Source: an optimization exercise on an open RTL-to-GDS flow (aim: small area, a short achievable clock period and few clock cycles). Production flows keep margins and buffers that such runs may drop. In this exercise RTL edits were held to simulation tests only and were not proved equivalent to the original. Power and IR drop assume default switching activity.

<file path="design/flow/run.sh">
#!/bin/bash
# synth_recipe.tcl (not shown) runs the flow's synth.tcl, then flattens the netlist and writes it again
# the make line also repeats each setting of config.mk as NAME=value (left out here)
make -C /OpenROAD-flow-scripts/flow DESIGN_CONFIG=/design/flow/config.mk WORK_HOME=/design/flow/orfs CLKGATE_MAP_FILE= SYNTH_SCRIPT=/design/flow/synth_recipe.tcl finish
</file>
<file path="design/flow/config.mk">
export PLATFORM = sky130hd
export DESIGN_NAME = rv_pl
export DESIGN_NICKNAME = rv_pl
export VERILOG_FILES = /design/flow/design.v
export SDC_FILE = /design/flow/constraint.sdc
export NUM_CORES = 8
export LEC_CHECK = 0
export CAP_MARGIN = 20
export CORE_MARGIN = 2
export CORE_UTILIZATION = 40
export SETUP_SLACK_MARGIN = 5
export SLEW_MARGIN = 20
</file>
<file path="design/flow/constraint.sdc">
create_clock -name core_clock -period 10.0 [get_ports {clk}]
set_input_delay 2.0000 -clock core_clock [delete_from_list [all_inputs] [get_ports {clk}]]
set_output_delay 2.0000 -clock core_clock [all_outputs]
set_load 0.01 [all_outputs]
</file>
<file path="design/flow/design.v">
module rv_pl(
    input  wire        clk,
    input  wire        rst_n,
    output wire [31:0] m_inst_axi_araddr,
    output wire        m_inst_axi_arvalid,
    input  wire        m_inst_axi_arready,
    input  wire [31:0] m_inst_axi_rdata,
    input  wire [1:0]  m_inst_axi_rresp,
    input  wire        m_inst_axi_rvalid,
    output wire        m_inst_axi_rready,
    output wire [2:0]  m_inst_axi_arprot,
    output wire [31:0] m_data_axi_awaddr,
    output wire        m_data_axi_awvalid,
    input  wire        m_data_axi_awready,
    output wire [31:0] m_data_axi_wdata,
    output wire [3:0]  m_data_axi_wstrb,
    output wire        m_data_axi_wvalid,
    input  wire        m_data_axi_wready,
    input  wire [1:0]  m_data_axi_bresp,
    input  wire        m_data_axi_bvalid,
    output wire        m_data_axi_bready,
    output wire [31:0] m_data_axi_araddr,
    output wire        m_data_axi_arvalid,
    input  wire        m_data_axi_arready,
    input  wire [31:0] m_data_axi_rdata,
    input  wire [1:0]  m_data_axi_rresp,
    input  wire        m_data_axi_rvalid,
    output wire        m_data_axi_rready,
    output wire [2:0]  m_data_axi_arprot,
    output wire [2:0]  m_data_axi_awprot,
    output reg         done
);
    localparam QD     = 3;    
    localparam MAXOUT = 3;    
    function [31:0] to_bus(input [31:0] pc);
        to_bus = {pc[31] ^ pc[30], ~pc[30], pc[29:0]};
    endfunction
    reg        ar_v;             
    reg [31:0] ar_addr;          
    reg        stale;            
    reg [2:0]  out_cnt;          
    reg [2:0]  drop_cnt;         
    reg [MAXOUT-1:0] out_pt;     
    reg [31:0] qd [0:QD-1];      
    reg [QD-1:0] qv;             
    reg [QD-1:0] qpt;            
    reg        bt_v;             
    reg [31:1] bt_tag, bt_tgt;
    reg [31:0] d_pc;             
    reg        ev;
    reg [31:0] op_a, op_b, e_x;  
    reg [4:0]  e_rd;
    reg [2:0]  e_f3;
    reg        e_sub, e_sra, e_wr, e_lw, e_sw, e_beq;
    reg        d_arv, d_awv, d_wv;
    reg        ld_busy, st_busy;
    reg [31:0] d_addr, d_wdata;
    reg [4:0]  ld_rd;
    reg [31:0] rf [1:31];
    wire [32:0] sum = {1'b0, op_a} + {1'b0, op_b ^ {32{e_sub}}} + {32'd0, e_sub};
    wire ltu = ~sum[32];
    wire lts = (op_a[31] ^ op_b[31]) ? op_a[31] : sum[31];
    function [31:0] rev32(input [31:0] x);
        integer k;
        for (k = 0; k < 32; k = k + 1) rev32[k] = x[31-k];
    endfunction
    wire        shl   = (e_f3 == 3'd1);
    wire [31:0] sh_in = shl ? rev32(op_a) : op_a;
    wire [32:0] sh_r  = $signed({e_sra & op_a[31], sh_in}) >>> op_b[4:0];
    wire [31:0] sh_o  = shl ? rev32(sh_r[31:0]) : sh_r[31:0];
    reg [31:0] e_res;
    always @(*) begin
        case (e_f3)
            3'd0: e_res = sum[31:0];
            3'd1: e_res = sh_o;
            3'd2: e_res = {31'd0, lts};
            3'd3: e_res = {31'd0, ltu};
            3'd4: e_res = op_a ^ op_b;
            3'd5: e_res = sh_o;
            3'd6: e_res = op_a | op_b;
            default: e_res = op_a & op_b;
        endcase
    end
    wire e_mem  = e_lw | e_sw;
    wire e_fire = ev & ~(e_mem & st_busy);
    wire e_redir = ev & e_beq & (op_a == op_b);
    wire        wb_en  = ld_busy ? m_data_axi_rvalid : (e_fire & e_wr);
    wire [4:0]  wb_rd  = ld_busy ? ld_rd : e_rd;
    wire [31:0] wb_val = ld_busy ? m_data_axi_rdata : e_res;
    always @(posedge clk) begin
        if (wb_en && wb_rd != 5'd0) rf[wb_rd] <= wb_val;
    end
    wire [31:0] ins = qd[0];
    wire        dv  = qv[0];
    wire [4:0]  opc = ins[6:2];
    wire is_lui = (opc == 5'b01101);
    wire is_jal = (opc == 5'b11011);
    wire is_beq = (opc == 5'b11000);
    wire is_lw  = (opc == 5'b00000);
    wire is_sw  = (opc == 5'b01000);
    wire is_opi = (opc == 5'b00100);
    wire is_op  = (opc == 5'b01100);
    wire [2:0] f3 = ins[14:12];
    wire [4:0] rs1 = ins[19:15];
    wire [4:0] rs2 = ins[24:20];
    wire sgn  = ins[31];
    wire zext = is_opi & f3[2] & (f3[1] | ~f3[0]);    
    wire [31:0] imm_i = {{20{sgn & ~zext}}, ins[31:20]};
    wire [31:0] imm_s = {{20{sgn}}, ins[31:25], ins[11:7]};
    wire [31:0] imm_b = {{20{sgn}}, ins[7], ins[30:25], ins[11:8], 1'b0};
    wire [31:0] imm_j = {{12{sgn}}, ins[19:12], ins[20], ins[30:21], 1'b0};
    wire [31:0] imm_u = {ins[31:12], 12'b0};
    wire [31:0] rv1 = (rs1 == 5'd0) ? 32'd0 : ((wb_en && wb_rd == rs1) ? wb_val : rf[rs1]);
    wire [31:0] rv2 = (rs2 == 5'd0) ? 32'd0 : ((wb_en && wb_rd == rs2) ? wb_val : rf[rs2]);
    wire [31:0] d_pc4 = d_pc + 32'd4;
    wire [31:0] d_tgt = d_pc + (is_jal ? imm_j : imm_b);
    wire ld_ret = ld_busy & m_data_axi_rvalid;
    wire d_adv  = dv & (~ev | e_fire) & ~(ev & e_lw) & (~ld_busy | ld_ret) & ~e_redir;
    wire d_redir = d_adv & (is_jal ^ qpt[0]);
    wire [31:0] d_next = is_jal ? d_tgt : d_pc4;
    assign m_inst_axi_arvalid = ar_v;
    assign m_inst_axi_araddr  = ar_addr;
    assign m_inst_axi_arprot  = 3'b000;
    assign m_inst_axi_rready  = 1'b1;
    wire redirect = e_redir | d_redir;
    wire [31:0] redir_pc = e_redir ? e_x : d_next;
    wire hs_ar   = ar_v & m_inst_axi_arready;
    wire hs_r    = m_inst_axi_rvalid;
    wire dropped = hs_r & (drop_cnt != 3'd0);
    wire keep    = hs_r & (drop_cnt == 3'd0) & ~redirect;
    wire pend_n  = ar_v & ~m_inst_axi_arready;
    wire bt_hit  = bt_v & (bt_tag == ar_addr[31:1]);
    wire [2:0] out_n  = out_cnt + {2'b0, hs_ar} - {2'b0, hs_r};
    wire [2:0] drop_n = redirect ? out_n : (drop_cnt - {2'b0, dropped} + {2'b0, hs_ar & stale});
    wire [QD-1:0] qv_s = d_adv ? (qv >> 1) : qv;
    wire [QD-1:0] qv_n = redirect ? {QD{1'b0}} : (keep ? {qv_s[QD-2:0], 1'b1} : qv_s);
    function [2:0] pop(input [QD-1:0] v);
        integer k;
        begin
            pop = 3'd0;
            for (k = 0; k < QD; k = k + 1) pop = pop + {2'b0, v[k]};
        end
    endfunction
    wire [2:0] used_n = pop(qv_n) + (out_n - drop_n);
    wire credit = (used_n < QD) && (out_n < MAXOUT);
    integer i;
    always @(posedge clk) begin
        for (i = 0; i < QD; i = i + 1) begin
            if (d_adv) begin
                if (i + 1 < QD && qv[(i + 1) % QD]) qd[i] <= qd[(i + 1) % QD];
                else qd[i] <= m_inst_axi_rdata;
            end else if (!qv[i]) begin
                qd[i] <= m_inst_axi_rdata;
            end
        end
    end
    always @(posedge clk or negedge rst_n) begin
        if (!rst_n) begin
            ar_v     <= 1'b0;
            ar_addr  <= 32'h4000_0000;
            stale    <= 1'b0;
            out_cnt  <= 3'd0;
            drop_cnt <= 3'd0;
            out_pt   <= {MAXOUT{1'b0}};
            qv       <= {QD{1'b0}};
            qpt      <= {QD{1'b0}};
            bt_v     <= 1'b0;
            d_pc     <= 32'd0;
        end else begin
            out_cnt  <= out_n;
            drop_cnt <= drop_n;
            qv       <= qv_n;
            begin : optq
                reg [MAXOUT-1:0] o;
                o = hs_r ? (out_pt >> 1) : out_pt;
                if (hs_ar) o[out_cnt - {2'b0, hs_r}] = bt_hit & ~stale;
                out_pt <= o;
            end
            begin : qptq
                reg [QD-1:0] q;
                q = d_adv ? (qpt >> 1) : qpt;
                for (i = 0; i < QD; i = i + 1) if (!qv_s[i]) q[i] = out_pt[0];
                qpt <= q;
            end
            if (e_redir) d_pc <= e_x;
            else if (d_adv) d_pc <= d_next;
            if (d_redir & is_jal) begin
                bt_v   <= 1'b1;
                bt_tag <= ar_tag(d_pc);
                bt_tgt <= ar_tag(d_tgt);
            end
            if (redirect) begin
                if (pend_n) begin
                    stale <= 1'b1;
                end else begin
                    ar_addr <= to_bus(redir_pc);
                    ar_v    <= credit;
                end
            end else if (hs_ar) begin
                ar_addr <= stale ? to_bus(d_pc) : (bt_hit ? {bt_tgt, 1'b0} : ar_addr + 32'd4);
                stale   <= 1'b0;
                ar_v    <= credit;
            end else if (!ar_v) begin
                ar_v    <= credit;
            end
        end
    end
    function [31:1] ar_tag(input [31:0] pc);
        reg [31:0] t;
        begin
            t = to_bus(pc);
            ar_tag = t[31:1];
        end
    endfunction
    always @(posedge clk) begin
        if (d_adv) begin
            op_a  <= is_jal ? d_pc4 : (is_lui ? 32'd0 : rv1);
            op_b  <= is_op | is_beq ? rv2 : (is_sw ? imm_s : (is_lui ? imm_u : (is_jal ? 32'd0 : imm_i)));
            e_x   <= is_sw ? rv2 : d_tgt;
            e_rd  <= ins[11:7];
            e_f3  <= (is_op | is_opi) ? f3 : 3'd0;
            e_sub <= (is_op & ins[30] & (f3 == 3'd0)) | ((is_op | is_opi) & (f3[2:1] == 2'b01));
            e_sra <= ins[30];
            e_wr  <= is_lui | is_jal | is_op | is_opi;
            e_lw  <= is_lw;
            e_sw  <= is_sw;
            e_beq <= is_beq;
        end
    end
    always @(posedge clk or negedge rst_n) begin
        if (!rst_n) ev <= 1'b0;
        else if (d_adv) ev <= 1'b1;
        else if (e_fire | e_redir) ev <= 1'b0;
    end
    assign m_data_axi_araddr  = d_addr;
    assign m_data_axi_awaddr  = d_addr;
    assign m_data_axi_arvalid = d_arv;
    assign m_data_axi_awvalid = d_awv;
    assign m_data_axi_wvalid  = d_wv;
    assign m_data_axi_wdata   = d_wdata;
    assign m_data_axi_wstrb   = 4'b1111;
    assign m_data_axi_arprot  = 3'b000;
    assign m_data_axi_awprot  = 3'b000;
    assign m_data_axi_rready  = 1'b1;
    assign m_data_axi_bready  = 1'b1;
    always @(posedge clk) begin
        if (e_fire & e_mem) d_addr <= sum[31:0];
        if (e_fire & e_sw)  d_wdata <= e_x;
        if (e_fire & e_lw)  ld_rd <= e_rd;
    end
    always @(posedge clk or negedge rst_n) begin
        if (!rst_n) begin
            d_arv   <= 1'b0;
            d_awv   <= 1'b0;
            d_wv    <= 1'b0;
            ld_busy <= 1'b0;
            st_busy <= 1'b0;
            done    <= 1'b0;
        end else begin
            if (m_data_axi_arready) d_arv <= 1'b0;
            if (m_data_axi_awready) d_awv <= 1'b0;
            if (m_data_axi_wready)  d_wv  <= 1'b0;
            if (m_data_axi_rvalid)  ld_busy <= 1'b0;
            if (m_data_axi_bvalid) begin
                st_busy <= 1'b0;
                if (st_busy && d_addr == 32'h42001FFC && d_wdata == 32'hDEADBEEF) done <= 1'b1;
            end
            if (e_fire & e_lw) begin
                d_arv   <= 1'b1;
                ld_busy <= 1'b1;
            end
            if (e_fire & e_sw) begin
                d_awv   <= 1'b1;
                d_wv    <= 1'b1;
                st_busy <= 1'b1;
            end
        end
    end
endmodule
</file>
==> impl.org, run 1 <==
** Power
- Leakage Power :: approximately 29 nW
- Power density normalized to cell area :: 400 mW/mm^2
- Worst-case vdd ir drop :: 0.270 mV

** Timing
- Based on the critical path, the design can be clocked at up to 0.197 GHz.
- Of the available clock period, the critical path in the final layout requires 50.8%.
- The number of slew-limit violations in the final report was 0.
- Endpoints failing hold :: 0
- Final sum of negative setup slack :: 0 ns
- Setup violations remaining at the end of the flow were counted as 0.
- Post-route worst setup slack :: 4.92 ns
- Setup repair after global routing could not meet its margin everywhere.
- Slew HR :: 9.80%
- Final worst path period need :: 5.08 ns
- Worst-case clock skew :: 0.0432 ns
- Actual slew at the worst max-slew pin :: 1.35 ns

** Detailed routing
- Before antenna repair, the detailed router went through 7 iterations.
- In the routed layout, each cell is associated on average with a via count of 6.33.
- Wires add up to 260 mm.
- The final route contains 50,239 vias.
- DRC :: 0
- The detailed router finished its first iteration with 6,595 violations.
- The detail route stage leaves a number of antenna-violating nets equal to 0.
- Drt wl/cell :: 32.8 um

** Critical path
- Arrival time of the worst setup path :: 5.83 ns
- In this run the number of cells on the critical path is 16.
- For this run, the slowest stage of the critical path takes 0.57 ns.
- STA classifies the critical path endpoint as a flip-flop.
- Largest fanout on the critical path :: 17
- Cell-by-cell trace of the critical path :: dlygate4sd2_1, nand2b_1, o211ai_1, buf_4, nand2b_4, o21a_1, o21ai_0, ha_1, fa_1, inv_1, ha_1, fa_1, xnor2_1, xnor2_1, nand2_1, nand2_1
- Number of cells on the worst reg-to-reg path :: 21
- Critical path class :: in -> reg
- On the critical path, the stage with the largest delay is an instance of sky130_fd_sc_hd__dlygate4sd2_1.
- Largest delay contributor family on the critical path :: adder cells
- STA classifies the critical path startpoint as a primary input.
- Together, buffers and inverters on the worst path number 3.
- CP required :: ~11 ns

** Floorplanning
- The initial utilization of the core area, before any placement, comes to approximately two fifths.
- Horizontal die dimension :: 437 um
- From bottom edge to top edge, the die measures 437 um.
- After floorplanning, the core was divided into 158 placement rows.
- In this run the count of I/O pins placed on the die edge is 228.
- The die covers 0.191 mm^2.
- Area inside the core boundary :: approximately 0.19 mm^2

** Clock network
- For this design, the sink count on the clock tree is 1,422.
- After clock tree synthesis, the flow added hold-fix buffers numbering 0.
- Later-pin clock latency in the skew report :: just over 0.8 ns
- CTS root buf :: sky130_fd_sc_hd__clkbuf_16
- Clock tree synthesis inserted a total of 154 buffers.
- Counting along the longest clock path gives a buffer depth of 3.
- After clock tree synthesis, the clock-pin slew on the worst setup and hold paths is 0.06 ns.
- CTS H-Tree Depth :: 4
- TritonCTS built the clock tree.

** Logic synthesis
- Count of different cell masters after synthesis :: 88
- After synthesis, the share of flip-flops with an asynchronous set or reset is 6.26%.
- Yosys attributes the largest share of cell area to sky130_fd_sc_hd__edfxtp_1 (51%), sky130_fd_sc_hd__mux4_2 (19%), sky130_fd_sc_hd__dfrtp_1 (2.9%), sky130_fd_sc_hd__mux2i_1 (2.9%), sky130_fd_sc_hd__ha_1 (2.3%).
- Yosys printed 2 warnings.
- Leading area contributor after synthesis :: sky130_fd_sc_hd__edfxtp_1
- Seq cells post-synth :: 1,422
- Post-Syn Area per Cell :: around 14 um^2
- Yosys mapped a number of flops with a built-in enable equal to around 1,300.
- Combined area of all synthesized cells :: 0.0749 mm^2
- Summing the sequential cell areas from Yosys gives 55.5% of the chip area.
- Among all flip-flop cells after synthesis, the most frequent one is sky130_fd_sc_hd__edfxtp_1.
- Share of the synthesized area in the top cell type :: 50.6%
- Syn Inst Count :: 5,186

** Hold path
- Cell depth of the worst hold path :: 0
- The worst hold path belongs to the class reg -> reg.

** Run status
- Status :: finished clean

** Placed design
- Global placement routability congestion :: approximately 1
- Prior to clock tree synthesis, the placed netlist has a worst setup slack of 3.54 ns.
- Summed over all nets, the half-perimeter wirelength after detailed placement is 170 mm.
- Including well taps, the total number of placed cells is around 7,600.
- The count of buffers added on input and output ports is between 200 and 250.

** Global route
- The via count of the first global-routing pass was about 49,000.
- The number of antenna violations at the first check in global routing was 14.
- Entering global routing, the biggest net connects 124 pins.
- Global route overflow :: 0
- The first global-routing pass estimated between 300 and 400 mm of wire.
- All-Layer GR Usage :: 26.9%

** Final layout
- Of the cells placed in the final design, the portion with a size suffix greater than 1 is about 23%.
- Relative area change from synthesis to final layout :: 14.0%
- Count of non-filler cells in the finished layout :: 7,941
- Nets :: 5,550

** Flow run
- The tool flagged a number of max-cap violations equal to 0.
-- cell usage after synthesis (24+ instances only) --
library cell               number
sky130_fd_sc_hd__edfxtp_1    1263
sky130_fd_sc_hd__o211ai_1      31
sky130_fd_sc_hd__buf_4         50
sky130_fd_sc_hd__xor2_1        73
sky130_fd_sc_hd__buf_1         87
sky130_fd_sc_hd__and3_1        24
sky130_fd_sc_hd__nand2_1      301
sky130_fd_sc_hd__a31oi_1       28
sky130_fd_sc_hd__clkbuf_1     242
sky130_fd_sc_hd__nand4_1       40
sky130_fd_sc_hd__xnor2_1      114
sky130_fd_sc_hd__mux2i_1      214
sky130_fd_sc_hd__mux2_2        93
sky130_fd_sc_hd__o221ai_1      26
sky130_fd_sc_hd__a211oi_1      62
sky130_fd_sc_hd__a21oi_1      309
sky130_fd_sc_hd__ha_1         138
sky130_fd_sc_hd__nor2_1       426
sky130_fd_sc_hd__o21ai_0      171
sky130_fd_sc_hd__nor3_1        57
sky130_fd_sc_hd__a21o_1        44
sky130_fd_sc_hd__mux4_2       618
sky130_fd_sc_hd__inv_1        140
sky130_fd_sc_hd__nand3_1       62
sky130_fd_sc_hd__dfxtp_1       70
sky130_fd_sc_hd__o22ai_1       74
sky130_fd_sc_hd__dfrtp_1       88
-- final timing paths --
path / slack, ns / to / from
setup / recovery: 4.92 / ar_v$_DFFE_PN0P_ / m_data_axi_rvalid
hold / removal: 0.45 / ld_rd[4]$_DFFE_PP_ / e_rd[4]$_DFFE_PN_
setup reg to reg: 4.95 / ar_v$_DFFE_PN0P_ / op_b[3]$_DFFE_PN_
hold reg to reg: 0.45 / ld_rd[4]$_DFFE_PP_ / e_rd[4]$_DFFE_PN_
max in group asynchronous: 7.59 / stale$_DFFE_PN0P_ / rst_n
min in group asynchronous: 1.17 / ar_addr[21]$_DFFE_PN0P_ / rst_n
-- layer usage --
metal	global-route usage, %	vias up	share of wire (%)
met3	5.10	549	9.0
met1	35.5	26033	39
li1	-	20909	-
met5	0	-	0.034
met2	42.6	2740	47
met4	13.1	8	5.5
-- what timing repair did --
action / in CTS / in global routing
cloned: 4 / 2
resized for setup: 38 / 30
pin swaps: 3 / 1
endpoints found under the setup margin: 542 / 159
setup buffers: 12 / 3
-- registers in the layout (all words and copies together) (netlist names), 32 cells and up, named ones only --
| name | cells |
|---|---|
| d_addr | 32 |
| op_a | 32 |
| d_wdata | 32 |
| rf | 992 |
| ar_addr | 32 |
| d_pc | 32 |
| qd | 90 |
| op_b | 32 |
| e_x | 32 |
-- cells by family after synthesis --
family                     synth area share, %
DFF                                       55.5
and+or+nand+nor                           6.13
AOI/OAI and AO/OA                         7.82
muxes                                     22.9
buffers and inverters                     3.00
xor gates and xnor gates                  2.19
adders and majority gates                 2.47
other                                   0.0100
-- report_power, final --
group	internal, mW	total (mW)	switching, mW
clock	3.13	5.54	2.41
sequential	9.24	10.7	1.44
combinational	6.71	17.9	11.2
total	19.1	34.1	15.0
-- stage by stage --
step           power [mW]  hold slack [ns]  utilization (%)  instance area (um^2)
2_1_floorplan        20.9            0.417                -                 75000
3_3_place_gp         27.7            0.443             43.1                 80000
3_5_place_dp         27.9            0.440             43.1                 80000
4_1_cts              33.7            0.460             45.9                 85100
5_1_grt              35.4            0.485             46.0                 85300
6_report             34.1            0.453             46.0                 85300
-- area by class of cell --
type,instances,area [um^2]
clock inverters,79,709
flip-flops and latches,1422,41600
clock buffers,202,4120
well taps,2480,3100
multi-input cells,3241,31800
fillers,16176,100000
repair inverters,4,28.8
diodes,9,22.5
inverters,145,581
repair buffers,359,3360
-- cells in the final DEF, fill, tap and decap left out, types with 17 or more instances in the layout --
cell and n:
sky130_fd_sc_hd__nor3_1 52, sky130_fd_sc_hd__a31oi_1 26, sky130_fd_sc_hd__nor2_4 33, sky130_fd_sc_hd__mux2_2 93, sky130_fd_sc_hd__nor4_1 19, sky130_fd_sc_hd__edfxtp_1 1263, sky130_fd_sc_hd__clkdlybuf4s50_1 201, sky130_fd_sc_hd__a221o_1 19
sky130_fd_sc_hd__o22ai_1 73, sky130_fd_sc_hd__mux2i_1 213, sky130_fd_sc_hd__clkinv_2 27, sky130_fd_sc_hd__dfxtp_1 60, sky130_fd_sc_hd__nand4_1 40, sky130_fd_sc_hd__clkbuf_16 157, sky130_fd_sc_hd__dfrtp_1 86, sky130_fd_sc_hd__o31ai_1 17
sky130_fd_sc_hd__and3_1 23, sky130_fd_sc_hd__a21oi_1 298, sky130_fd_sc_hd__xor2_1 73, sky130_fd_sc_hd__mux4_2 618, sky130_fd_sc_hd__clkbuf_1 43, sky130_fd_sc_hd__a211oi_1 59, sky130_fd_sc_hd__nor2_1 387, sky130_fd_sc_hd__o21ai_0 167
sky130_fd_sc_hd__inv_1 137, sky130_fd_sc_hd__nand3_1 61, sky130_fd_sc_hd__a21o_1 44, sky130_fd_sc_hd__xnor2_1 111, sky130_fd_sc_hd__o221ai_1 25, sky130_fd_sc_hd__buf_4 139, sky130_fd_sc_hd__ha_1 138, sky130_fd_sc_hd__o211ai_1 31
sky130_fd_sc_hd__and2_1 20, sky130_fd_sc_hd__or3_1 17, sky130_fd_sc_hd__clkinv_1 28, sky130_fd_sc_hd__nand2_1 299
Testbench counts, summed over its fixed seeds: cycles 216,071.
==> run 2: changes to the inputs <==
--- a/design/flow/config.mk
+++ b/design/flow/config.mk
@@ -10,3 +10,2 @@
 export CORE_UTILIZATION = 40
-export SETUP_SLACK_MARGIN = 5
 export SLEW_MARGIN = 20
==> run 2 against run 1 <==
  * Largest power group unchanged
  * Design area decreased by 0.26%
  * First-iteration DRC count increased by 0.39%
  * Non-clock buffer count shrank 4
  * Clock-buffer cell count fell by 8
  * Still clean on timing, DRC and antenna
  * Sequential share of layout area rose by 0.13 points
  * Worst hold slack gained 0.0076 ns
  * Combinational power hardly changed
  * Core utilization fell by 0.12 points
  * Via count fell by 0.51%
  * Worst setup slack worse by 1.3 ns
  * Total power fell by 0.26%
==> impl.org, run 2 <==
** Timing
- Final sum of negative setup slack :: 0 ns (unchanged)
- Final count of negative-setup-slack endpoints :: 0 (unchanged)
- The hold slack is 0.461 ns (+0.00764 ns).
- The maximum achievable frequency is 0.156 GHz (-21%).
- The final worst-path cycle share came to 64.0% (+13 points).
- Setup repair after global routing left no endpoint under its margin.
- The final clock skew is 0.0523 ns (+0.00908 ns).
- The minimum period implied by the final worst setup slack is 6.40 ns (+1.32 ns).
- The number of slew-limit violations in the final report was 0 (unchanged).
- The hold violation total from the final report came to 0 (unchanged).
- The relative slew slack is 15.0% (+5.2 points).
- Actual slew at the worst max-slew pin :: 1.27 ns (-0.0823 ns)

** Run status
- Status :: finished clean

** Global route
- First-pass GRT wire length :: 364 mm (-0.52%)
- The largest net degree at the start of global routing was 99 (-20%).
- The number of antenna violations at the first check in global routing is 16 (+2).
- The via count of the first global-routing pass is 48,653 (+0.11%).
- The total global routing track utilization is 26.7% (-0.14 points).
- Global route overflow :: 0 (unchanged)

** Logic synthesis
- Commonest register cell after synthesis :: sky130_fd_sc_hd__edfxtp_1
- Combined area of all synthesized cells :: 0.0749 mm^2 (unchanged)
- Most frequent cell after synthesis :: sky130_fd_sc_hd__edfxtp_1
- sky130_fd_sc_hd__edfxtp_1 takes more of the synthesized area than any other cell.
- The count of flip-flops with a built-in enable after synthesis is 1,263 (unchanged).
- By count the netlist is led by sky130_fd_sc_hd__edfxtp_1 (1,263), sky130_fd_sc_hd__mux4_2 (618), sky130_fd_sc_hd__nor2_1 (426).
- The top-area cell type share of the netlist area was 50.6% (unchanged).
- The count of state elements after synthesis is 1,422 (unchanged).
- Dominant cells by area after synthesis :: sky130_fd_sc_hd__edfxtp_1 (51%), sky130_fd_sc_hd__mux4_2 (19%), sky130_fd_sc_hd__dfrtp_1 (2.9%), sky130_fd_sc_hd__mux2i_1 (2.9%), sky130_fd_sc_hd__ha_1 (2.3%)
- The share of flip-flops with an asynchronous set or reset is 6.26% (unchanged).
- The synthesized instance count was 5,186 (unchanged).
- The average footprint of a synthesized cell was 14.4 um^2 (unchanged).
- The total number of yosys warnings came to 2 (unchanged).
- Count of different cell masters after synthesis :: 88 (unchanged)
- Register area share after synthesis :: 55.5% (unchanged)

** Critical path
- Critical path capture point type :: flip-flop
- Beginning of the worst register-to-register path :: op_b[3]$_DFFE_PN_
- Largest fanout on the critical path :: 50 (+33)
- CP required :: 10.76 ns (about the same)
- Critical path class :: reg -> reg
- Arrival time of the worst setup path :: 7.16 ns (+1.33 ns)
- Nature of the critical path startpoint :: flip-flop
- The endpoint identified for the worst register-to-register timing path is ar_v$_DFFE_PN0P_.
- Number of cells on the worst reg-to-reg path :: 20 (-4.8%)
- The worst setup slack for register-to-register paths was 3.60 ns (-1.35 ns).

** Detailed routing
- The wire length per cell after detailed routing came to 32.6 um (-0.49%).
- The total wire length after detailed routing is 259 mm (-0.66%).
- The DRC violations left is 0 (unchanged).
- The detailed-routing iteration count for the pre-antenna-repair pass came to 8 (+1).
- Avg Vias per Cell :: 6.30 (-0.35%)
- Number of routed nets with antenna violations :: 0 (unchanged)
- Via total after detailed routing :: 49,983 (-0.51%)
- Detailed Route Iter0 Violations :: 6,621 (+0.39%)

** Clock network
- Resized cells post-CTS :: 0 (-100%)
- Hold buffers post-CTS :: 0 (unchanged)
- Later-pin clock latency in the skew report :: 0.84 ns (+0.02 ns)
- Number of buffers between clock root and the deepest sink :: 3 (unchanged)
- CTS H-Tree Depth :: 4 (unchanged)
- The buffer count from post-CTS setup fixing is 0 (-12).
- CTS root buf :: sky130_fd_sc_hd__clkbuf_16
- TritonCTS built the clock tree.
- Sink Count :: 1,422 (unchanged)
- The total clock buffers created by CTS came to 155 (+0.65%).
- The clock slew at the register clock pins of the worst setup and hold paths was 0.07 ns (about the same).

** Final layout
- The largest registers in the layout are rf (992), qd (90).
- Number of flip-flops under the largest register name :: 992 (unchanged)
- Nets :: 5,541 (-0.16%)
- FILL cells :: 16,180 (+0.025%)
- The layout cell share with drive strength beyond 1 came to 22.0% (-0.50 points).
- Largest reg by FF count :: rf
- Most frequent cells in the layout :: sky130_fd_sc_hd__edfxtp_1 (1,263), sky130_fd_sc_hd__mux4_2 (618), sky130_fd_sc_hd__nor2_1 (386)
- Leaving out fill and tap cells, the most frequent cell in the layout is sky130_fd_sc_hd__edfxtp_1.
- Relative area change from synthesis to final layout :: 13.7%

** Hold path
- Min-Delay Startpoint :: e_x[30]$_DFFE_PN_
- Worst min-delay path class :: reg -> reg
- The worst hold path stage count is 0 (unchanged).
- The path with the worst hold slack has its endpoint at d_wdata[30]$_DFFE_PP_.

** Placed design
- The routability congestion estimate from global placement was 0.996 (-2.1%).
- DPL Wire Length :: 170 mm (-0.55%)
- The number of I/O port buffers was 203 (unchanged).

** Floorplanning
- Area inside the core boundary :: 0.186 mm^2 (unchanged)
- The vertical die dimension came to 437 um (unchanged).
- Horizontal die dimension :: 437 um (unchanged)
- Effective utilization at floorplan :: 40.3% (unchanged)
- The total die area is 0.191 mm^2 (unchanged).
- The placement row count is 158 (unchanged).
- The I/O pin count came to 228 (unchanged).

** Power
- Worst-case vdd ir drop :: 0.294 mV (+9.1%)
- Power density normalized to cell area :: 400 mW/mm^2 (about the same)
- Leakage Power :: 29.0 nW (-0.16%)

** Flow run
- The max-cap check violation count came to 0 (unchanged).
## run 2: cell counts after synthesis
Identical to the previous run, type by type.
## run 2: how the worst max path moves through the flow
| stage | startpoint | end | cells after the start |
|---|---|---|---|
| after floorplan | m_data_axi_rvalid | ar_v$_DFFE_PN0P_ | 15 |
| after global placement | m_data_axi_rvalid | ar_v$_DFFE_PN0P_ | 18 |
| after detailed placement | m_data_axi_rvalid | ar_v$_DFFE_PN0P_ | 18 |
| after CTS | op_b[3]$_DFFE_PN_ | ar_v$_DFFE_PN0P_ | 20 |
| after global routing | op_b[3]$_DFFE_PN_ | ar_v$_DFFE_PN0P_ | 19 |
| final | op_b[3]$_DFFE_PN_ | ar_v$_DFFE_PN0P_ | 20 |
## run 2: layout make-up
| class | instances | area [um^2] | area share [%] |
|---|---|---|---|
| clock buffer | 194 | 4080 | 4.79 |
| inverter | 145 | 547 | 0.642 |
| multi-input combinational | 3239 | 31500 | 37.1 |
| sequential | 1422 | 41600 | 48.9 |
| clock inverter | 88 | 988 | 1.16 |
| tap | 2480 | 3100 | 3.65 |
| antenna | 5 | 12.5 | 0.0147 |
| timing repair buffer | 355 | 3250 | 3.81 |
## run 2: cell families (layout without fill, tap and decap cells)
logic type / Yosys count / after routing / share of synthesized area [%]
buffers and inverters: 539 / 782 / 3.00
multiplexers: 927 / 927 / 22.9
other: 2 / 21 / 0.0100
XOR/XNOR: 187 / 187 / 2.19
flip-flops: 1422 / 1422 / 55.5
adder cells (fa/ha/maj): 144 / 144 / 2.47
AND/OR/NAND/NOR: 1037 / 1037 / 6.13
AO/OA/AOI/OAI: 928 / 928 / 7.82
## run 2: critical path: stages, from the launching register on
cell	delay, ns
sky130_fd_sc_hd__edfxtp_1	0.37
sky130_fd_sc_hd__buf_4	0.25
sky130_fd_sc_hd__inv_1	0.65
sky130_fd_sc_hd__ha_1	0.40
sky130_fd_sc_hd__nor4_1	0.68
sky130_fd_sc_hd__nand4_1	0.29
sky130_fd_sc_hd__or3_1	0.38
sky130_fd_sc_hd__buf_4	0.27
sky130_fd_sc_hd__nand2b_1	0.36
sky130_fd_sc_hd__inv_4	0.35
sky130_fd_sc_hd__xnor2_1	0.25
sky130_fd_sc_hd__o22ai_1	0.20
sky130_fd_sc_hd__nand2_1	0.12
sky130_fd_sc_hd__fa_1	0.53
sky130_fd_sc_hd__inv_1	0.05
sky130_fd_sc_hd__ha_1	0.21
sky130_fd_sc_hd__fa_1	0.45
sky130_fd_sc_hd__xnor2_1	0.19
sky130_fd_sc_hd__xnor2_1	0.14
sky130_fd_sc_hd__nand2_1	0.07
sky130_fd_sc_hd__nand2_1	0.07
## run 2: power breakdown
part	switching, mW	internal [mW]	total (mW)
Clock	2.47	3.27	5.74
Sequential	1.46	9.25	10.7
Combinational	11.0	6.53	17.6
Total	15.0	19.1	34.0
## run 2: layer usage
layer  track usage [%]  part of all wire (%)  vias to the layer above
li1                  -                     -                    20872
met1              35.6                    39                    25929
met2              42.4                    47                     2588
met3              5.08                   8.5                      574
met4              12.6                   5.3                       20
met5                 0                 0.056                        -
## run 2: metrics by stage
step / utilization (%) / cell area, um^2 / std cells / worst slack, ns / total power [mW]
floorplan: - / 74900 / 5200 / 3.97 / 20.9
global placement: 43.1 / 80000 / 7641 / 3.01 / 27.9
detailed placement: 43.1 / 80000 / 7641 / 3.10 / 28.0
CTS: 45.8 / 85100 / 7923 / 3.59 / 33.8
global route: 45.8 / 85100 / 7923 / 3.36 / 35.4
finish: 45.9 / 85100 / 7928 / 3.60 / 34.0
==> run 3: changes to the inputs <==
--- a/design/flow/design.v
+++ b/design/flow/design.v
@@ -32,4 +32,5 @@
 );
-    localparam QD     = 3;    
-    localparam MAXOUT = 3;    
+    localparam QD      = 3;      
+    localparam MAXOUT  = 4;      
+    localparam [2:0] SKIPMAX = 3'd4;
     function [31:0] to_bus(input [31:0] pc);
@@ -42,2 +43,3 @@
     reg [2:0]  drop_cnt;         
+    reg [1:0]  used;             
     reg [MAXOUT-1:0] out_pt;     
@@ -49,2 +51,3 @@
     reg [31:0] d_pc;             
+    reg [2:0]  skip_cnt;         
     reg        ev;
@@ -54,2 +57,4 @@
     reg        e_sub, e_sra, e_wr, e_lw, e_sw, e_beq;
+    reg        e_skip;           
+    reg [2:0]  e_skipn;
     reg        d_arv, d_awv, d_wv;
@@ -83,6 +88,12 @@
     end
-    wire e_mem  = e_lw | e_sw;
-    wire e_fire = ev & ~(e_mem & st_busy);
-    wire e_redir = ev & e_beq & (op_a == op_b);
-    wire        wb_en  = ld_busy ? m_data_axi_rvalid : (e_fire & e_wr);
+    wire e_mem   = e_lw | e_sw;
+    wire st_wait = st_busy & ~m_data_axi_bvalid;
+    wire e_block = ev & e_mem & st_wait;       
+    wire e_fire  = ev & ~e_block;
+    wire e_taken = ev & e_beq & (op_a == op_b);
+    wire e_redir = e_taken & ~e_skip;
+    wire e_sk    = e_taken & e_skip;
+    wire        ld_ret = ld_busy & m_data_axi_rvalid;
+    wire        e_wb   = ev & e_wr;             
+    wire        wb_en  = ld_busy ? m_data_axi_rvalid : e_wb;
     wire [4:0]  wb_rd  = ld_busy ? ld_rd : e_rd;
@@ -112,10 +123,26 @@
     wire [31:0] imm_u = {ins[31:12], 12'b0};
-    wire [31:0] rv1 = (rs1 == 5'd0) ? 32'd0 : ((wb_en && wb_rd == rs1) ? wb_val : rf[rs1]);
-    wire [31:0] rv2 = (rs2 == 5'd0) ? 32'd0 : ((wb_en && wb_rd == rs2) ? wb_val : rf[rs2]);
+    reg [31:0] rf1, rf2;
+    integer r;
+    always @(*) begin
+        rf1 = 32'd0;
+        rf2 = 32'd0;
+        for (r = 1; r < 32; r = r + 1) begin
+            rf1 = rf1 | (rf[r] & {32{rs1 == r}});
+            rf2 = rf2 | (rf[r] & {32{rs2 == r}});
+        end
+    end
     wire [31:0] d_pc4 = d_pc + 32'd4;
     wire [31:0] d_tgt = d_pc + (is_jal ? imm_j : imm_b);
-    wire ld_ret = ld_busy & m_data_axi_rvalid;
-    wire d_adv  = dv & (~ev | e_fire) & ~(ev & e_lw) & (~ld_busy | ld_ret) & ~e_redir;
-    wire d_redir = d_adv & (is_jal ^ qpt[0]);
-    wire [31:0] d_next = is_jal ? d_tgt : d_pc4;
+    wire d_ok    = ~e_block & ~(ev & e_lw) & (~ld_busy | ld_ret);
+    wire squash  = (skip_cnt != 3'd0) | e_sk;
+    wire d_load  = dv & d_ok;                            
+    wire d_adv   = d_load & ~squash & ~e_redir;          
+    wire d_sq    = dv & squash;                          
+    wire d_take  = dv & (d_ok | squash);                 
+    wire d_jal   = is_jal & ~squash;
+    wire d_redir = d_take & ~e_redir & (d_jal ^ qpt[0]);
+    wire [31:0] d_next = d_jal ? d_tgt : d_pc4;
+    wire d_short = is_beq & ~sgn & (ins[30:25] == 6'd0) & ~ins[7] & ~ins[8]
+                 & (ins[11:10] != 2'b00) & (ins[11:9] <= SKIPMAX);
+    wire [2:0] skip_n = (e_sk ? e_skipn : skip_cnt) - {2'b0, d_sq};
     assign m_inst_axi_arvalid = ar_v;
@@ -134,13 +161,8 @@
     wire [2:0] drop_n = redirect ? out_n : (drop_cnt - {2'b0, dropped} + {2'b0, hs_ar & stale});
-    wire [QD-1:0] qv_s = d_adv ? (qv >> 1) : qv;
+    wire lim_ok = ({2'b0, out_cnt} + {4'b0, ar_v}) < MAXOUT;
+    wire credit = redirect | d_take | (used != QD);
+    wire issue  = ~pend_n & credit & lim_ok;
+    wire [1:0] used_n = (redirect ? 2'd0 : used - {1'b0, d_take}) + {1'b0, issue};
+    wire [QD-1:0] qv_s = d_take ? (qv >> 1) : qv;
     wire [QD-1:0] qv_n = redirect ? {QD{1'b0}} : (keep ? {qv_s[QD-2:0], 1'b1} : qv_s);
-    function [2:0] pop(input [QD-1:0] v);
-        integer k;
-        begin
-            pop = 3'd0;
-            for (k = 0; k < QD; k = k + 1) pop = pop + {2'b0, v[k]};
-        end
-    endfunction
-    wire [2:0] used_n = pop(qv_n) + (out_n - drop_n);
-    wire credit = (used_n < QD) && (out_n < MAXOUT);
     integer i;
@@ -148,3 +170,3 @@
         for (i = 0; i < QD; i = i + 1) begin
-            if (d_adv) begin
+            if (d_take) begin
                 if (i + 1 < QD && qv[(i + 1) % QD]) qd[i] <= qd[(i + 1) % QD];
@@ -163,2 +185,3 @@
             drop_cnt <= 3'd0;
+            used     <= 2'd0;
             out_pt   <= {MAXOUT{1'b0}};
@@ -168,2 +191,3 @@
             d_pc     <= 32'd0;
+            skip_cnt <= 3'd0;
         end else begin
@@ -171,3 +195,5 @@
             drop_cnt <= drop_n;
+            used     <= used_n;
             qv       <= qv_n;
+            skip_cnt <= skip_n;
             begin : optq
@@ -180,3 +206,3 @@
                 reg [QD-1:0] q;
-                q = d_adv ? (qpt >> 1) : qpt;
+                q = d_take ? (qpt >> 1) : qpt;
                 for (i = 0; i < QD; i = i + 1) if (!qv_s[i]) q[i] = out_pt[0];
@@ -185,4 +211,4 @@
             if (e_redir) d_pc <= e_x;
-            else if (d_adv) d_pc <= d_next;
-            if (d_redir & is_jal) begin
+            else if (d_take) d_pc <= d_next;
+            if (d_redir & d_jal) begin
                 bt_v   <= 1'b1;
@@ -191,16 +217,10 @@
             end
+            if (redirect & pend_n) stale <= 1'b1;
+            else if (hs_ar) stale <= 1'b0;
             if (redirect) begin
-                if (pend_n) begin
-                    stale <= 1'b1;
-                end else begin
-                    ar_addr <= to_bus(redir_pc);
-                    ar_v    <= credit;
-                end
+                if (!pend_n) ar_addr <= to_bus(redir_pc);
             end else if (hs_ar) begin
                 ar_addr <= stale ? to_bus(d_pc) : (bt_hit ? {bt_tgt, 1'b0} : ar_addr + 32'd4);
-                stale   <= 1'b0;
-                ar_v    <= credit;
-            end else if (!ar_v) begin
-                ar_v    <= credit;
-            end
+            end
+            ar_v <= pend_n | issue;
         end
@@ -214,7 +234,13 @@
     endfunction
+    wire uses_b = is_op | is_beq;
+    wire fwd1 = wb_en & (wb_rd == rs1) & (rs1 != 5'd0);
+    wire fwd2 = wb_en & (wb_rd == rs2) & (rs2 != 5'd0);
+    wire [31:0] a_src = is_jal ? d_pc4 : (is_lui ? 32'd0 : rf1);
+    wire [31:0] b_src = uses_b ? rf2 : (is_sw ? imm_s : (is_lui ? imm_u : (is_jal ? 32'd0 : imm_i)));
+    wire [31:0] x_src = is_sw ? rf2 : d_tgt;
     always @(posedge clk) begin
-        if (d_adv) begin
-            op_a  <= is_jal ? d_pc4 : (is_lui ? 32'd0 : rv1);
-            op_b  <= is_op | is_beq ? rv2 : (is_sw ? imm_s : (is_lui ? imm_u : (is_jal ? 32'd0 : imm_i)));
-            e_x   <= is_sw ? rv2 : d_tgt;
+        if (d_load) begin
+            op_a  <= (fwd1 & ~is_jal & ~is_lui) ? wb_val : a_src;
+            op_b  <= (fwd2 & uses_b) ? wb_val : b_src;
+            e_x   <= (fwd2 & is_sw) ? wb_val : x_src;
             e_rd  <= ins[11:7];
@@ -227,2 +253,4 @@
             e_beq <= is_beq;
+            e_skip  <= d_short;
+            e_skipn <= ins[11:9] - 3'd1;
         end
@@ -231,4 +259,3 @@
         if (!rst_n) ev <= 1'b0;
-        else if (d_adv) ev <= 1'b1;
-        else if (e_fire | e_redir) ev <= 1'b0;
+        else ev <= e_block | d_adv;
     end
==> design/flow/flow/run.sh (new file) <==
#!/bin/bash
# Layout with the standard flow, with timing repair aimed past the clock period.
set -euo pipefail
bash standard.sh SETUP_SLACK_MARGIN=6.5 finish > standard_finish.log 2>&1
==> design/flow/standard.sh (new file) <==
#!/bin/bash
# synth_recipe.tcl (not shown) runs the flow's synth.tcl, then flattens the netlist and writes it again
# the make line also repeats each setting of config.mk as NAME=value (left out here)
make -C /OpenROAD-flow-scripts/flow DESIGN_CONFIG=/design/flow/config.mk WORK_HOME=/design/flow/orfs CLKGATE_MAP_FILE= SYNTH_SCRIPT=/design/flow/synth_recipe.tcl "${@:-finish}"
--- a/design/flow/config.mk
+++ b/design/flow/config.mk
@@ -10,2 +10,3 @@
 export CORE_UTILIZATION = 40
+export SETUP_SLACK_MARGIN = 5
 export SLEW_MARGIN = 20
removed: design/flow/run.sh
==> run 3 against run 2 <==
  * Critical endpoint is now op_b[24]$_DFFE_PP_
  * Largest cell class unchanged
  * Synthesized cell count grew 11%
  * First-iteration DRC count is 140% higher
  * Largest power group unchanged
  * Wire length increased by 46%
  * Register-to-register slack better by 2.1 ns
==> impl.org, run 3 <==
** Logic synthesis
- Most frequent cell after synthesis :: sky130_fd_sc_hd__edfxtp_1
- The share of the yosys chip area belonging to registers is 59.1% (+3.6 points).
- Commonest register cell after synthesis :: sky130_fd_sc_hd__edfxtp_1
- EDFF count, synth :: 1,267 (+0.32%)
- Synthesis warning total :: 2 (unchanged)
- Leading area contributor after synthesis :: sky130_fd_sc_hd__edfxtp_1
- Seq cells post-synth :: 1,422 (unchanged)
- Share of the synthesized area in the top cell type :: 54.0% (+3.4 points)
- Syn Inst Count :: 5,771 (+11%)
- Async set-or-reset flop fraction in the synthesized netlist :: 6.68% (+0.42 points)
- After synthesis, the most frequently instantiated cells are sky130_fd_sc_hd__edfxtp_1 (1,267), sky130_fd_sc_hd__a22oi_1 (511), sky130_fd_sc_hd__nor2_1 (437).
- Dominant cells by area after synthesis :: sky130_fd_sc_hd__edfxtp_1 (54%), sky130_fd_sc_hd__a22oi_1 (5.4%), sky130_fd_sc_hd__dfrtp_1 (3.3%), sky130_fd_sc_hd__a22o_1 (2.6%), sky130_fd_sc_hd__ha_1 (2.5%)
- Combined area of all synthesized cells :: 0.0704 mm^2 (-6.0%)
- Post-Syn Area per Cell :: 12.2 um^2 (-16%)
- The number of distinct library cells after synthesis was 93 (+5.7%).

** Final layout
- Multi-input combinational cell area :: 0.0323 mm^2 (+2.2%)
- Compared with the post-synthesis result, the final layout area differs by 32.7%.
- Registers with the highest flip-flop counts :: rf (992), qd (90)
- More flip-flops sit in one register than any other, and that register is rf.
- Leaving out fill and tap cells, the most frequent cell in the layout is sky130_fd_sc_hd__edfxtp_1.
- Number of flip-flops under the largest register name :: 992 (unchanged)
- The final instance area is 0.0934 mm^2 (+9.7%).
- The layout cell share with drive strength beyond 1 was 30.2% (+8.2 points).
- The post-route core utilization is 53.6% (+7.7 points).
- In the layout the commonest cells are sky130_fd_sc_hd__edfxtp_1 (1,267), sky130_fd_sc_hd__a22oi_1 (505), sky130_fd_sc_hd__buf_4 (491).
- Sequential standard cell area :: 0.0417 mm^2 (+0.17%)
- The filler cell count in the final layout is 14,227 (-12%).
- The number of nets in the finished design was 6,837 (+23%).

** Detailed routing
- The detailed-route via count is 67,131 (+34%).
- The total wire length after detailed routing is 379 mm (+46%).
- Detailed Route Iter0 Violations :: 15,772 (+140%)
- DRC :: 0 (unchanged)
- The remaining number of nets flagged by the antenna check after routing is 0 (unchanged).
- Avg Vias per Cell :: 7.40 (+17%)
- The detailed-routing iteration count for the pre-antenna-repair pass came to 15 (+7).
- Drt wl/cell :: 41.7 um (+28%)

** Clock network
- CTS H-Tree Depth :: 4 (unchanged)
- TritonCTS built the clock tree.
- The tree is rooted in a sky130_fd_sc_hd__clkbuf_16.
- Number of buffers between clock root and the deepest sink :: 3 (unchanged)
- The number of hold-repair buffers added at the cts stage was 0 (unchanged).
- Later-pin clock latency in the skew report :: 0.83 ns (about the same)
- Sink Count :: 1,422 (unchanged)
- Post-CTS clock slew at the launch and capture registers of the worst setup and hold paths :: 0.06 ns (about the same)
- The total clock buffers created by CTS was 149 (-3.9%).

** Timing
- Slew HR :: 9.03% (-6.0 points)
- Final worst path period need :: 4.25 ns (-2.15 ns)
- Endpoints failing hold :: 0 (unchanged)
- The hold slack was 0.445 ns (-0.0155 ns).
- Final count of negative-setup-slack endpoints :: 0 (unchanged)
- The final clock skew is 0.0575 ns (+0.00514 ns).
- The final worst-path cycle share came to 42.5% (-21 points).
- Unrepaired setup endpoints after global routing :: yes
- Peak Freq :: 0.235 GHz (+51%)
- The setup TNS was 0 ns (unchanged).
- The slew at the pin closest to its max-slew limit came to 1.36 ns (+0.0939 ns).
- Final max-slew violation count :: 0 (unchanged)

** Global route
- The routing usage on met1 is 47.4% (+12 points).
- Met3 usage in global routing :: 21.2% (+16 points)
- All-Layer GR Usage :: 39.9% (+13 points)
- The overflow left after global routing is 0 (unchanged).
- First-pass GRT wire length :: 498 mm (+37%)
- Met2 GRT Util :: 55.0% (+13 points)
- Largest net degree at the start of global routing :: 79 (-20%)
- The global routing stage identified its most utilized layer as met2.
- Initial antenna violation count :: 21 (+5)
- Via count of the first global-routing pass :: 61,033 (+25%)

** Floorplanning
- The starting density of the core was 40.4% (about the same).
- Chip height :: 424 um (-3.0%)
- The chip width came to 424 um (-3.0%).
- The total die area came to 0.179 mm^2 (-5.9%).
- The placeable core region is 0.174 mm^2 (-6.1%).
- Count of pins on the block boundary :: 228 (unchanged)
- The placement row count was 153 (-3.2%).

** Flow run
- The max-cap check violation count is 0 (unchanged).

** Critical path
- Nature of the critical path startpoint :: flip-flop
- CP required :: 10.59 ns (-0.17 ns)
- Arrival time of the worst setup path :: 4.84 ns (-2.32 ns)
- The critical path in this run is classified as reg -> reg.
- STA classifies the critical path endpoint as a flip-flop.
- The highest net fanout along the worst path was 7 (-86%).

** Hold path
- In this run the worst hold path is classified as reg -> reg.

** Run status
- The run finished with no timing, DRC or antenna violations.

** Placed design
- Placed instance area :: 0.0766 mm^2 (-4.3%)
- DPL Wire Length :: 206 mm (+22%)
- The number of I/O port buffers came to 203 (unchanged).
- The routability congestion estimate from global placement is 1.01 (+1.4%).

** Power
- The switching share of power was 40.9% (-3.1 points).
- Power density normalized to cell area :: 308 mW/mm^2 (-23%)
- Logic gate share of total power :: 50.2% (-1.4 points)
- Leakage Power :: 32.7 nW (+13%)
- The maximum resistive drop on vdd was 0.202 mV (-32%).
- Register share of total power :: 30.7% (-0.8 points)
- Design internal power :: 17.0 mW (-11%)
- Net Switching :: 11.8 mW (-21%)
- The share of power burned in the clock network came to 19.1% (+2.2 points).
[run 3: cell types whose count changed after synthesis, sizes merged, moves of 54 or more]
cell,delta
mux4,-572
mux2i,-133
clkbuf,+74
nand3,+94
nand4,+85
a22o,+205
a222oi,+64
a21oi,-54
a22oi,+507
a221oi,+178
[run 3: routing by layer]
layer  vias to the layer above  part of all wire, %
li1                      24914                    -
met3                      2388                   19
met5                         -                 0.29
met1                     31966                   32
met2                      7825                   39
met4                        38                  9.9
[run 3: power groups by stage]
| stage | logic [mW] | registers (mW) | clock network [mW] |
|---|---|---|---|
| after floorplan | 4.74 | 8.71 | 0 |
| after global placement | 7.94 | 9.02 | 0 |
| after detailed placement | 8.02 | 9.04 | 0 |
| after CTS | 11.8 | 8.79 | 5.48 |
| after global routing | 14.6 | 8.85 | 5.70 |
| final | 14.4 | 8.84 | 5.51 |
[run 3: logic make-up (layout without fill, tap and decap cells)]
kind of cell / Yosys count / after routing / synth area share [%]
simple gates: 1385 / 1398 / 9.42
other cells: 2 / 25 / 0.0107
compound gates: 1856 / 1883 / 19.3
xor+xnor: 185 / 185 / 2.30
fa+ha+maj: 144 / 144 / 2.60
flops: 1422 / 1422 / 59.1
buf+inv: 572 / 1483 / 3.36
mux: 205 / 205 / 3.87
[run 3: layout make-up]
| cell class | instances | share of cell area (%) |
|---|---|---|
| Sequential cell | 1422 | 44.6 |
| Clock inverter | 80 | 0.835 |
| Timing Repair inverter | 24 | 0.221 |
| Antenna cell | 9 | 0.0241 |
| Multi-Input combinational cell | 3831 | 34.5 |
| Inverter | 142 | 0.747 |
| Timing Repair Buffer | 1044 | 11.7 |
| Clock buffer | 193 | 4.24 |
| Tap cell | 2325 | 3.11 |
[run 3: worst max-delay path: stages, from the launching register on]
cell,delay (ns)
sky130_fd_sc_hd__edfxtp_1,0.43
sky130_fd_sc_hd__buf_12,0.16
sky130_fd_sc_hd__or3b_4,0.45
sky130_fd_sc_hd__buf_12,0.16
sky130_fd_sc_hd__buf_8,0.13
sky130_fd_sc_hd__mux4_2,0.26
sky130_fd_sc_hd__buf_6,0.12
sky130_fd_sc_hd__mux2i_4,0.07
sky130_fd_sc_hd__mux2_4,0.31
sky130_fd_sc_hd__a222oi_1,0.58
sky130_fd_sc_hd__a21boi_4,0.37
sky130_fd_sc_hd__buf_6,0.13
sky130_fd_sc_hd__nand2_1,0.06
sky130_fd_sc_hd__a31o_4,0.34
sky130_fd_sc_hd__buf_6,0.17
sky130_fd_sc_hd__o22ai_4,0.27
[run 3: final timing paths]
kind                                           end  slack, ns  cells after the start             startpoint
setup / recovery                op_b[24]$_DFFE_PP_       5.75                     15  e_f3[1]$_SDFFCE_PN0P_
hold / removal                  ld_rd[2]$_DFFE_PP_       0.45                      0      e_rd[2]$_DFFE_PP_
setup reg to reg                op_b[24]$_DFFE_PP_       5.75                     15  e_f3[1]$_SDFFCE_PN0P_
hold reg to reg                 ld_rd[2]$_DFFE_PP_       0.45                      0      e_rd[2]$_DFFE_PP_
max in group asynchronous  ar_addr[11]$_DFFE_PN0P_       7.41                      2                  rst_n
min in group asynchronous  ar_addr[14]$_DFFE_PN0P_       1.17                      1                  rst_n
[run 3: what timing repair did]
| item | in CTS | in global routing |
|---|---|---|
| gates resized for setup | 1152 | 532 |
| setup buffers | 403 | 183 |
| pin swaps | 181 | 173 |
| gates cloned | 82 | 25 |
| endpoints found under the setup margin | 2614 | 2234 |
[run 3: stage by stage]
stage          power (mW)  cells  worst slack [ns]
2_1_floorplan        13.4   5785              6.01
3_3_place_gp         17.0   8094              3.69
3_5_place_dp         17.1   8094              4.08
4_1_cts              26.1   8852              5.93
5_1_grt              29.1   9065              5.81
6_report             28.8   9070              5.75
Testbench counts of run 3, summed over its fixed seeds: cycles 206,638.
==> run 4: changes to the inputs <==
==> design/flow/run.sh (new file) <==
#!/bin/bash
# synth_recipe.tcl (not shown) runs the flow's synth.tcl, then flattens the netlist and writes it again
# the make line also repeats each setting of config.mk as NAME=value (left out here)
make -C /OpenROAD-flow-scripts/flow DESIGN_CONFIG=/design/flow/config.mk WORK_HOME=/design/flow/orfs CLKGATE_MAP_FILE= SYNTH_SCRIPT=/design/flow/synth_recipe.tcl finish
removed: design/flow/flow/run.sh
removed: design/flow/standard.sh
==> run 4 against run 3 <==
  * Still clean on timing, DRC and antenna
  * Sequential cell count stayed put
  * Maximum frequency is 15% lower
  * Combinational power is 41% lower
  * Worst setup slack worse by 0.75 ns
  * Total power is 19% lower
  * Highest routed layer unchanged
==> impl.org, run 4 <==
** Run status
- The run finished with no timing, DRC or antenna violations.

** Power
- The maximum resistive drop on vdd is 0.163 mV (-19%).
- The total power density per cell area was 285 mW/mm^2 (-7.3%).
- Leakage Power :: 27.6 nW (-15%)

** Global route
- The first-pass GRT wire length was 456 mm (-8.4%).
- Largest net degree at the start of global routing :: 68 (-14%)
- The via count of the first global-routing pass is 56,332 (-7.7%).
- Initial antenna violation count :: 12 (-43%)
- Global route overflow :: 0 (unchanged)
- The total global routing track utilization is 36.4% (-3.5 points).

** Floorplanning
- Chip height :: 424 um (unchanged)
- Effective utilization at floorplan :: 40.4% (unchanged)
- DIE AREA :: 0.179 mm^2 (unchanged)
- The I/O pin count was 228 (unchanged).
- The placement row count was 153 (unchanged).
- The chip width was 424 um (unchanged).
- The placeable core region is 0.174 mm^2 (unchanged).

** Logic synthesis
- Syn Inst Count :: 5,771 (unchanged)
- The top-area cell type share of the netlist area is 54.0% (unchanged).
- Dominant cells by area after synthesis :: sky130_fd_sc_hd__edfxtp_1 (54%), sky130_fd_sc_hd__a22oi_1 (5.4%), sky130_fd_sc_hd__dfrtp_1 (3.3%), sky130_fd_sc_hd__a22o_1 (2.6%), sky130_fd_sc_hd__ha_1 (2.5%)
- The share of the yosys chip area belonging to registers is 59.1% (unchanged).
- Synthesis warning total :: 2 (unchanged)
- Async set-or-reset flop fraction in the synthesized netlist :: 6.68% (unchanged)
- The count of state elements after synthesis was 1,422 (unchanged).
- Commonest cells post-synth :: sky130_fd_sc_hd__edfxtp_1 (1,267), sky130_fd_sc_hd__a22oi_1 (511), sky130_fd_sc_hd__nor2_1 (437)
- The count of flip-flops with a built-in enable after synthesis is 1,267 (unchanged).
- Post-Syn Area per Cell :: 12.2 um^2 (unchanged)
- Commonest register cell after synthesis :: sky130_fd_sc_hd__edfxtp_1
- Most frequent cell after synthesis :: sky130_fd_sc_hd__edfxtp_1
- The cell area after technology mapping came to 0.0704 mm^2 (unchanged).
- Leading area contributor after synthesis :: sky130_fd_sc_hd__edfxtp_1
- The number of distinct library cells after synthesis came to 93 (unchanged).

** Timing
- Final sum of negative setup slack :: 0 ns (unchanged)
- Worst-case clock skew :: 0.0501 ns (-0.00734 ns)
- The final worst-path cycle share was 50.0% (+7.5 points).
- Unrepaired setup endpoints after global routing :: yes
- The slew at the pin closest to its max-slew limit was 1.28 ns (-0.0825 ns).
- Final hold slack :: 0.434 ns (-0.0117 ns)
- Peak Freq :: 0.200 GHz (-15%)
- The number of slew-limit violations in the final report was 0 (unchanged).
- Post-route worst setup slack :: 5.00 ns (-0.748 ns)
- Final worst path period need :: 5.00 ns (+0.748 ns)
- The hold violation total from the final report was 0 (unchanged).
- Final count of negative-setup-slack endpoints :: 0 (unchanged)
- The relative slew slack is 13.8% (+4.8 points).

** Detailed routing
- Avg Vias per Cell :: 7.29 (-1.5%)
- DRC :: 0 (unchanged)
- The total wire length after detailed routing was 340 mm (-10%).
- The detailed-route via count was 61,171 (-8.9%).
- First-pass iteration count of the detailed router :: 13 (-2)
- The remaining number of nets flagged by the antenna check after routing came to 0 (unchanged).
- The DRC violation total after the first TritonRoute iteration came to 13,702 (-13%).
- The wire length per cell after detailed routing is 40.5 um (-3.0%).

** Critical path
- CP required :: 10.55 ns (-0.04 ns)
- Critical path class :: reg -> reg
- The highest net fanout along the worst path was 20 (+13).
- R2R setup slack :: 5.00 ns (-0.75 ns)
- Critical path capture point type :: flip-flop
- Arrival time of the worst setup path :: 5.55 ns (+0.71 ns)
- Nature of the critical path startpoint :: flip-flop
- Walking the worst path, the cells encountered are nand2b_1, nor2_4, buf_4, a22o_1, a221oi_1, and3_1, nand4_1, nor4_1, o221ai_1, o21a_1.
- Delay contributed by the slowest stage of the critical path :: 0.91 ns (+0.33 ns)
- The number of buffers and inverters on the critical path is 1 (-5).
- The worst register-to-register path begins at qd[0][18]$_DFFE_PP_.
- Worst r2r dst :: op_a[18]$_DFFE_PP_
- The cell family contributing the most delay on the critical path is simple AND/OR/NAND/NOR gates.
- The number of cell instances on the worst register-to-register path came to 10 (-5).
- Library cell contributing the largest single delay on the critical path :: sky130_fd_sc_hd__nor4_1

** Clock network
- CTS root buf :: sky130_fd_sc_hd__clkbuf_16
- Later-pin clock latency in the skew report :: 0.84 ns (about the same)
- Number of buffers between clock root and the deepest sink :: 3 (unchanged)
- Post-CTS clock slew at the launch and capture registers of the worst setup and hold paths :: 0.06 ns (about the same)
- Clock buffers created by TritonCTS :: 153 (+2.7%)
- Hold buffers post-CTS :: 0 (unchanged)
- TritonCTS built the clock tree.
- The H-tree depth was 4 (unchanged).
- The clock sink count was 1,422 (unchanged).

** Final layout
- Most frequent cells in the layout :: sky130_fd_sc_hd__edfxtp_1 (1,267), sky130_fd_sc_hd__a22oi_1 (511), sky130_fd_sc_hd__nor2_1 (339)
- The largest registers in the layout are rf (992), qd (90).
- Nets :: 6,150 (-10%)
- Relative area change from synthesis to final layout :: 15.6%
- The library cell used most frequently in the layout, excluding fill and tap cells, is sky130_fd_sc_hd__edfxtp_1.
- The flip-flop count of the largest register after layout is 992 (unchanged).
- Largest reg by FF count :: rf
- The layout cell share with drive strength beyond 1 came to 13.0% (-17 points).

** Placed design
- The number of I/O port buffers was 203 (unchanged).
- The pre-CTS setup slack was 3.96 ns (-0.117 ns).
- The routability congestion estimate from global placement was 1.04 (+2.9%).
- DPL Wire Length :: 200 mm (-2.8%)

** Hold path
- Cell depth of the worst hold path :: 0 (unchanged)
- Worst min-delay path class :: reg -> reg
- Min-Delay Startpoint :: e_rd[4]$_DFFE_PP_
- The worst hold path terminates at ld_rd[4]$_DFFE_PP_.

** Flow run
- The max-cap check violation count was 0 (unchanged).
-- run 4: cell count changes in the layout (fill, tap and decap cells not counted), sizes merged, moves of 8 or more --
cell	delta
clkdlybuf4s15	-57
a31oi	-10
clkbuf	-50
nand2	-8
buf	-662
clkdlybuf4s50	+137
-- run 4: worst max-delay path by stage --
stage                     depth (start not counted)                   from              endpoint  slack, ns
after global placement                           10      m_data_axi_rvalid     qd[1][10]$_DFF_P_       3.99
after CTS                                        12        e_sub$_DFFE_PP_  rf[29][25]$_DFFE_PP_       4.94
after global routing                             13  e_f3[1]$_SDFFCE_PN0P_     op_b[9]$_DFFE_PP_       4.99
after floorplan                                  12      op_b[3]$_DFFE_PP_  bt_tag[10]$_DFFE_PP_       5.37
after detailed placement                         11      m_data_axi_bvalid     qd[1][10]$_DFF_P_       3.96
final                                            10    qd[0][18]$_DFFE_PP_    op_a[18]$_DFFE_PP_       5.00
-- run 4: kinds of logic (layout without fill, tap and decap cells) --
family                     count (synthesis)  after routing  share of synthesized area, %
AOI/OAI and AO/OA                       1856           1856                          19.3
other                                      2             27                        0.0107
muxes                                    205            205                          3.87
DFF                                     1422           1422                          59.1
buffers and inverters                    572            841                          3.36
xor gates and xnor gates                 185            185                          2.30
adders and majority gates                144            144                          2.60
and+or+nand+nor                         1385           1385                          9.42
-- run 4: report_power, final --
part	total (mW)	switching (mW)	internal [mW]	leakage, nW
clock	5.76	2.52	3.24	2.43
sequential	8.95	0.737	8.22	13.1
combinational	8.53	5.98	2.55	12.0
total	23.2	9.24	14.0	27.6
-- run 4: layout make-up --
cell class	instances	area, um^2
Sequential cell	1422	41600
Antenna cell	11	27.5
Clock inverter	96	893
Clock buffer	186	4110
Fill cell	15512	93000
Timing Repair inverter	7	52.6
Inverter	142	566
Timing Repair Buffer	410	3620
Tap cell	2325	2910
Multi-Input combinational cell	3791	27600
-- run 4: through the flow --
step	instances	instance area, um^2	power (mW)	util (%)
finish	8390	81400	23.2	46.7
global route	8379	81400	23.8	46.7
CTS	8363	81000	22.6	46.5
detailed placement	8074	75900	16.9	43.5
global placement	8074	75900	16.8	43.5
floorplan	5785	70500	13.2	-
-- run 4: timing repair --
item                                   in CTS  in global routing
setup endpoints to repair                 295                463
pin swaps                                   1                  1
resized for setup                          23                 43
buffers inserted                            4                 10
endpoints found under the hold margin       0                  0
cloned                                      3                  4
-- run 4: per-layer routing --
| metal | global-route usage, % | vias up | share of wire (%) | routed length [um] |
|---|---|---|---|---|
| met5 | 0.215 | - | 0.058 | 196 |
| met4 | 24.4 | 20 | 8.8 | 30000 |
| met3 | 17.7 | 1750 | 17 | 58500 |
| met2 | 51.4 | 6387 | 40 | 138000 |
| met1 | 43.6 | 29589 | 33 | 113000 |
| li1 | - | 23425 | - | - |
-- run 4: worst register-to-register path, stage by stage, from the launching register on --
cell and delay (ns):
sky130_fd_sc_hd__edfxtp_1 0.76, sky130_fd_sc_hd__nand2b_1 0.77, sky130_fd_sc_hd__nor2_4 0.34, sky130_fd_sc_hd__buf_4 0.43, sky130_fd_sc_hd__a22o_1 0.37, sky130_fd_sc_hd__a221oi_1 0.19, sky130_fd_sc_hd__and3_1 0.22, sky130_fd_sc_hd__nand4_1 0.10
sky130_fd_sc_hd__nor4_1 0.91, sky130_fd_sc_hd__o221ai_1 0.44, sky130_fd_sc_hd__o21a_1 0.21

-- static timing again, ports no longer ideal --
How much do the figures lean on ideal ports? The routed layouts below were timed once more, with nothing changed but the port constraints. Step 1 assumes that a clkbuf_16 drives the clock port and a buf_2 every other input. Step 2 times the ports against the registers' clock, not the clock port: input delays grow and output delays shrink by t, the midpoint of the rising clock arrivals with the driver on. a / b / c = no drivers / after step 1 / after step 2; a / b = the first two.
| run | t (ns) | setup WS [ns] | hold slack, ns |
|---|---|---|---|
| run 1 | 0.883 | 4.921 / 4.952 / 4.100 | 0.453 / 0.453 / 0.453 |
| run 2 | 0.903 | 3.600 / 3.600 / 3.061 | 0.461 / 0.461 / 0.461 |
| run 3 | 0.885 | 5.750 / 5.750 / 5.367 | 0.445 / 0.445 / 0.445 |
| run 4 | 0.891 | 5.002 / 5.002 / 4.331 | 0.434 / 0.434 / 0.434 |
After both steps every run listed still meets setup and hold. For run 1, which loses most, drivers alone change the setup slack by +0.031 ns; drivers and shift together by -0.821 ns.
